Background: an optimization exercise with open tools, aiming at small area, a short achievable clock period and few clock cycles. Do not read the settings as production practice. At most, simulation tests tie the RTL to the original design; equivalence was not proved.

Setup of north:
Design geofence, start of the top module:
module geofence (clk, reset, X, Y, valid, is_inside);
input clk;
input reset;
input [9:0] X;
input [9:0] Y;
output reg valid;
output reg is_inside;
reg [3:0] ph;
reg [9:0] rx, ry;                  
reg vxs, vys;                      
reg [9:0] vxm, vym;                
reg axs, ays, bxs, bys;            
reg [9:0] axm, aym, bxm, bym;
reg deg;                           
reg ins;                           
wire [10:0] dx = {1'b0, X} - {1'b0, rx};
wire [10:0] dy = {1'b0, Y} - {1'b0, ry};
wire [9:0] dxm = (dx[9:0] ^ {10{dx[10]}}) + {9'd0, dx[10]};
wire [9:0] dym = (dy[9:0] ^ {10{dy[10]}}) + {9'd0, dy[10]};
wire vxz = ~|vxm;
wire vyz = ~|vym;
wire vz = vxz & vyz;               
wire a1 = axs ^ vys, a2 = ays ^ vxs;
wire b1 = bxs ^ vys, b2 = bys ^ vxs;
wire az = (~|axm | vyz) & (~|aym | vxz);
wire bz = (~|bxm | vyz) & (~|bym | vxz);
wire ca = ~a1;
wire ua_1 = ~(axm[0] & vym[0]);
wire ua_2 = ~(aym[0] & vxm[0]);
wire ua_3 = ~(axm[0] & vym[1]);
wire ua_4 = ~(aym[0] & vxm[1]);
wire ua_5 = ~(axm[0] & vym[2]);
wire ua_6 = ~(aym[0] & vxm[2]);
wire ua_7 = ~(axm[0] & vym[3]);
wire ua_8 = ~(aym[0] & vxm[3]);
wire ua_9 = ~(axm[0] & vym[4]);
wire ua_10 = ~(aym[0] & vxm[4]);
wire ua_11 = ~(axm[0] & vym[5]);
wire ua_12 = ~(aym[0] & vxm[5]);
wire ua_13 = ~(axm[0] & vym[6]);
wire ua_14 = ~(aym[0] & vxm[6]);
wire ua_15 = ~(axm[0] & vym[7]);
wire ua_16 = ~(aym[0] & vxm[7]);
  ...
Size: ~1400 cells after synthesis, roughly 94 flip-flops, roughly 14000 um2 of cells after synthesis.
make LEC_CHECK=0 CAP_MARGIN=20 CORE_MARGIN=2 CORE_UTILIZATION=60 SETUP_SLACK_MARGIN=5 SLEW_MARGIN=20 SYNTH_HIERARCHICAL=1 SYNTH_MINIMUM_KEEP_SIZE=0 TNS_END_PERCENT=0 finish   # period 10.0 ns
run.sh (not shown) runs the stock make flow with config.mk's settings and CLKGATE_MAP_FILE= SYNTH_SCRIPT=/design/flow/synth_recipe.tcl, a recipe that flattens the netlist after the stock synthesis.
Testbench counts of north, summed over its fixed seeds: cycles 21,600.
The inputs of south differ from those of north as listed below.
--- a/flow/design.v
+++ b/flow/design.v
@@ -1,24 +1,25 @@
 module geofence (clk, reset, X, Y, valid, is_inside);
 input clk;
 input reset;
 input [9:0] X;
 input [9:0] Y;
 output reg valid;
-output reg is_inside;
+output is_inside;
 reg [3:0] ph;
 reg [9:0] rx, ry;                  
 reg vxs, vys;                      
 reg [9:0] vxm, vym;                
 reg axs, ays, bxs, bys;            
 reg [9:0] axm, aym, bxm, bym;
 reg deg;                           
 reg ins;                           
+assign is_inside = ins;            
 wire [10:0] dx = {1'b0, X} - {1'b0, rx};
 wire [10:0] dy = {1'b0, Y} - {1'b0, ry};
 wire [9:0] dxm = (dx[9:0] ^ {10{dx[10]}}) + {9'd0, dx[10]};
 wire [9:0] dym = (dy[9:0] ^ {10{dy[10]}}) + {9'd0, dy[10]};
 wire vxz = ~|vxm;
 wire vyz = ~|vym;
 wire vz = vxz & vyz;               
 wire a1 = axs ^ vys, a2 = ays ^ vxs;
 wire b1 = bxs ^ vys, b2 = bys ^ vxs;
@@ -1439,19 +1440,17 @@
     vym <= dym;
     if (first | new_a) begin
         axs <= vxs; ays <= vys; axm <= vxm; aym <= vym;
     end
     if (first | new_b) begin
         bxs <= vxs; bys <= vys; bxm <= vxm; bym <= vym;
     end
     deg <= first | (deg & ~new_a & ~new_b);
     ins <= ins_nx;
-    if (ph == 4'd7)
-        is_inside <= ins_nx;
 end
 endmodule
 module geofence_fa (a, b, c, s, co);
 input a, b, c;
 output s, co;
 assign s = a ^ b ^ c;
 assign co = (a & b) | (a & c) | (b & c);
 endmodule
### Flow results
- Between north and south, the difference in fraction of synthesis flops using an asynchronous set or reset pin is negligible.
- south vs north: storage element area down in south
- The post-synthesis cell type count in south is 0.930 times that in north.
- Maximum fanout count along the critical path for south: 1 up relative to north
- Delta (south minus north): area growth from synthesis to final layout shows an increase of 1.2 points, cell count shows an increase of 1.4%, synthesized area per cell shows a reduction of 0.88%.
- Summary: with north as the reference, number of sequential cells in south moved down slightly.
Function not checked in south: the RTL went through the layout flow alone.

Another version of the RTL of geofence (not shown whole).
Size: roughly 120 flip-flops, roughly 14000 um2 of cells after synthesis.
// geofence
module geofence (clk, reset, X, Y, valid, is_inside);
input clk;
input reset;
input [9:0] X;
input [9:0] Y;
output reg valid;
output reg is_inside;
reg [3:0] ph;
reg [9:0] rx, ry;                  
reg vxs, vys;                      
reg [9:0] vxm, nvym;               
reg [11:0] v3xm, nv3ym;            
reg axs, ays, bxs, bys;            
reg [9:0] axm, aym, bxm, bym;
reg deg;                           
reg ins;                           
wire [10:0] dx = {1'b0, X} - {1'b0, rx};
wire [10:0] dy = {1'b0, Y} - {1'b0, ry};
wire [9:0] dxm = (dx[9:0] ^ {10{dx[10]}}) + {9'd0, dx[10]};
wire [9:0] dym = (dy[9:0] ^ {10{dy[10]}}) + {9'd0, dy[10]};
wire [11:0] d3xm = {2'b00, dxm} + {1'b0, dxm, 1'b0};
wire [11:0] d3ym = {2'b00, dym} + {1'b0, dym, 1'b0};
wire vxz = ~|vxm;
wire vyz = &nvym;
wire vz = vxz & vyz;               
wire a1 = axs ^ vys, a2 = ays ^ vxs;
wire b1 = bxs ^ vys, b2 = bys ^ vxs;
wire az = (~|axm | vyz) & (~|aym | vxz);
wire bz = (~|bxm | vyz) & (~|bym | vxz);
wire ca = ~a1;
wire ua_1, ua_2, ua_3;
geofence_dec dua_1 (.a0(axm[0]), .a1(axm[1]), .s1(ua_1), .s2(ua_2), .s3(ua_3));
wire ua_4 = ~((ua_1 & nvym[0]) | ua_2 | (ua_3 & nv3ym[0]));
wire ua_5;
geofence_sel3 gua_5 (.s1(ua_1), .a(nvym[1]), .s2(ua_2), .b(nvym[0]), .s3(ua_3), .c(nv3ym[1]), .y(ua_5));
wire ua_6;
geofence_sel3 gua_6 (.s1(ua_1), .a(nvym[2]), .s2(ua_2), .b(nvym[1]), .s3(ua_3), .c(nv3ym[2]), .y(ua_6));
wire ua_7;
geofence_sel3 gua_7 (.s1(ua_1), .a(nvym[3]), .s2(ua_2), .b(nvym[2]), .s3(ua_3), .c(nv3ym[3]), .y(ua_7));
  ...
Settings: LEC_CHECK=0, CAP_MARGIN=20, CORE_MARGIN=2, CORE_UTILIZATION=40, SETUP_SLACK_MARGIN=5, SLEW_MARGIN=20, SYNTH_HIERARCHICAL=1, SYNTH_MINIMUM_KEEP_SIZE=0, TNS_END_PERCENT=0; clock period 10.0 ns.
==> next run, changes <==
--- a/flow/design.v
+++ b/flow/design.v
@@ -11,20 +11,22 @@
 reg [9:0] vxm, nvym;               
 reg [11:0] v3xm, nv3ym;            
 reg axs, ays, bxs, bys;            
 reg [9:0] axm, aym, bxm, bym;
 reg deg;                           
 reg ins;                           
 wire [10:0] dx = {1'b0, X} - {1'b0, rx};
 wire [10:0] dy = {1'b0, Y} - {1'b0, ry};
-wire [9:0] dxm = (dx[9:0] ^ {10{dx[10]}}) + {9'd0, dx[10]};
-wire [9:0] dym = (dy[9:0] ^ {10{dy[10]}}) + {9'd0, dy[10]};
-wire [11:0] d3xm = {2'b00, dxm} + {1'b0, dxm, 1'b0};
-wire [11:0] d3ym = {2'b00, dym} + {1'b0, dym, 1'b0};
+wire [9:0] tx = dx[9:0] ^ {10{dx[10]}};
+wire [9:0] ty = dy[9:0] ^ {10{dy[10]}};
+wire [9:0] dxm = tx + {9'd0, dx[10]};
+wire [9:0] dym = ty + {9'd0, dy[10]};
+wire [11:0] d3xm = {2'b00, tx} + {1'b0, tx, 1'b0} + {10'd0, dx[10], dx[10]};
+wire [11:0] d3ym = {2'b00, ty} + {1'b0, ty, 1'b0} + {10'd0, dy[10], dy[10]};
 wire vxz = ~|vxm;
 wire vyz = &nvym;
 wire vz = vxz & vyz;               
 wire a1 = axs ^ vys, a2 = ays ^ vxs;
 wire b1 = bxs ^ vys, b2 = bys ^ vxs;
 wire az = (~|axm | vyz) & (~|aym | vxz);
 wire bz = (~|bxm | vyz) & (~|bym | vxz);
 wire ca = ~a1;
Worst hold slack hardly moves; final area goes down by about 3%; setup slack is better by 74 ps; cell count fell by 1.7%; fmax is higher by 1.3%; wire length fell by 1.9%; global-route usage fell by 0.58 points; via count falls by about 0.6%; synthesized cell count decreases by 1.1%; die area is lower by about 0.9%.
Testbench counts after the change, summed over its fixed seeds: cycles 21,600.
Function not checked in the first run of this note: the RTL went through the layout flow alone.

geofence with an RTL version that a note above also has.
For scale: roughly 1300 cells after synthesis, about 24 I/O pins, roughly 14000 µm² of cells after synthesis.
## geofence
module geofence (clk, reset, X, Y, valid, is_inside);
input clk;
input reset;
input [9:0] X;
input [9:0] Y;
output reg valid;
output reg is_inside;
reg [3:0] ph;
reg [9:0] rx, ry;                  
reg vxs, vys;                      
reg [9:0] vxm, nvym;               
reg [11:0] v3xm, nv3ym;            
reg axs, ays, bxs, bys;            
reg [9:0] axm, aym, bxm, bym;
reg deg;                           
reg ins;                           
wire [10:0] dx = {1'b0, X} - {1'b0, rx};
wire [10:0] dy = {1'b0, Y} - {1'b0, ry};
wire [9:0] tx = dx[9:0] ^ {10{dx[10]}};
wire [9:0] ty = dy[9:0] ^ {10{dy[10]}};
wire [9:0] dxm = tx + {9'd0, dx[10]};
wire [9:0] dym = ty + {9'd0, dy[10]};
wire [11:0] d3xm = {2'b00, tx} + {1'b0, tx, 1'b0} + {10'd0, dx[10], dx[10]};
wire [11:0] d3ym = {2'b00, ty} + {1'b0, ty, 1'b0} + {10'd0, dy[10], dy[10]};
wire vxz = ~|vxm;
wire vyz = &nvym;
wire vz = vxz & vyz;               
wire a1 = axs ^ vys, a2 = ays ^ vxs;
wire b1 = bxs ^ vys, b2 = bys ^ vxs;
wire az = (~|axm | vyz) & (~|aym | vxz);
wire bz = (~|bxm | vyz) & (~|bym | vxz);
wire ca = ~a1;
wire ua_1, ua_2, ua_3;
geofence_dec dua_1 (.a0(axm[0]), .a1(axm[1]), .s1(ua_1), .s2(ua_2), .s3(ua_3));
wire ua_4 = ~((ua_1 & nvym[0]) | ua_2 | (ua_3 & nv3ym[0]));
wire ua_5;
geofence_sel3 gua_5 (.s1(ua_1), .a(nvym[1]), .s2(ua_2), .b(nvym[0]), .s3(ua_3), .c(nv3ym[1]), .y(ua_5));
wire ua_6;
geofence_sel3 gua_6 (.s1(ua_1), .a(nvym[2]), .s2(ua_2), .b(nvym[1]), .s3(ua_3), .c(nv3ym[2]), .y(ua_6));
wire ua_7;
geofence_sel3 gua_7 (.s1(ua_1), .a(nvym[3]), .s2(ua_2), .b(nvym[2]), .s3(ua_3), .c(nv3ym[3]), .y(ua_7));
wire ua_8;
geofence_sel3 gua_8 (.s1(ua_1), .a(nvym[4]), .s2(ua_2), .b(nvym[3]), .s3(ua_3), .c(nv3ym[4]), .y(ua_8));
wire ua_9;
  ...
make LEC_CHECK=0 CAP_MARGIN=20 CORE_MARGIN=2 CORE_UTILIZATION=55 SETUP_SLACK_MARGIN=5 SLEW_MARGIN=20 SYNTH_HIERARCHICAL=1 SYNTH_MINIMUM_KEEP_SIZE=0 TNS_END_PERCENT=0 finish   # period 10.0 ns
Testbench counts at the start, summed over its fixed seeds: cycles 21,600.
Next try:
--- a/flow/design.v
+++ b/flow/design.v
@@ -1,22 +1,23 @@
 module geofence (clk, reset, X, Y, valid, is_inside);
 input clk;
 input reset;
 input [9:0] X;
 input [9:0] Y;
 output reg valid;
-output reg is_inside;
+output is_inside;
 reg [3:0] ph;
 reg [9:0] rx, ry;                  
 reg vxs, vys;                      
 reg [9:0] vxm, nvym;               
 reg [11:0] v3xm, nv3ym;            
 reg axs, ays, bxs, bys;            
 reg [9:0] axm, aym, bxm, bym;
 reg deg;                           
 reg ins;                           
+assign is_inside = ins;            
 wire [10:0] dx = {1'b0, X} - {1'b0, rx};
 wire [10:0] dy = {1'b0, Y} - {1'b0, ry};
 wire [9:0] tx = dx[9:0] ^ {10{dx[10]}};
 wire [9:0] ty = dy[9:0] ^ {10{dy[10]}};
 wire [9:0] dxm = tx + {9'd0, dx[10]};
 wire [9:0] dym = ty + {9'd0, dy[10]};
@@ -1188,14 +1189,12 @@
     end
     if (first | new_b) begin
         bxs <= vxs; bys <= vys; bxm <= vxm; bym <= ~nvym;
     end
     deg <= first | (deg & ~new_a & ~new_b);
     ins <= ins_nx;
-    if (ph == 4'd7)
-        is_inside <= ins_nx;
 end
 endmodule
 module geofence_aoi (gh, ph, gl, y);
 input gh, ph, gl;
 output y;
 assign y = ~(gh | (ph & gl));
Result: Cell area is lower by 0.39%. Worst setup slack got worse by 0.076 ns. Die area stays flat. Non-clock buffer count went up by 8. Critical path depth falls by 1. Fmax went down by 1.4%. Global-route usage rises by 2.0 points. Clock-buffer cell count is lower by 2. Synthesized area stays flat. Cell count climbs by 1.1%.
For the second run of this note, only the layout was checked, not whether the RTL still works.

## static timing again, ports no longer ideal
The flow's constraints put no driver on any port. The routed layouts listed below were extracted and timed again, unchanged, in two steps. Step 1: set_driving_cell puts a clkbuf_16 on clk and a buf_2 on each other input, an assumption about the parent block. Step 2 times the ports against the registers' clock, not the clock port: input delays grow and output delays shrink by t, the midpoint of the rising clock arrivals with the driver on. Slacks: ideal / step 1 / step 2; pairs: ideal / step 1.
| run | t, ns | slack for setup (ns) | latest minus earliest clock arrival (ns) | slew at the worst register clock pin (ns) |
|---|---|---|---|---|
| north | 0.382 | 4.354 / 4.354 / 4.190 | 0.006 / 0.007 | 0.06 / 0.06 |
| south | 0.381 | 4.022 / 4.022 / 4.022 | 0.011 / 0.011 | 0.07 / 0.07 |
| the first run of note 2 | 0.472 | 4.413 / 4.407 / 3.935 | 0.010 / 0.011 | 0.06 / 0.06 |
| the second run of note 2 | 0.460 | 4.487 / 4.487 / 4.161 | 0.025 / 0.026 | 0.07 / 0.07 |
| the first run of note 3 | 0.453 | 4.661 / 4.661 / 4.288 | 0.012 / 0.012 | 0.06 / 0.06 |
| the second run of note 3 | 0.466 | 4.585 / 4.585 / 4.254 | 0.012 / 0.012 | 0.06 / 0.06 |
After both steps every run listed still meets setup and hold. The setup slack of the first run of note 2, which loses most, moves by -0.006 ns with the drivers and by -0.478 ns with both steps.
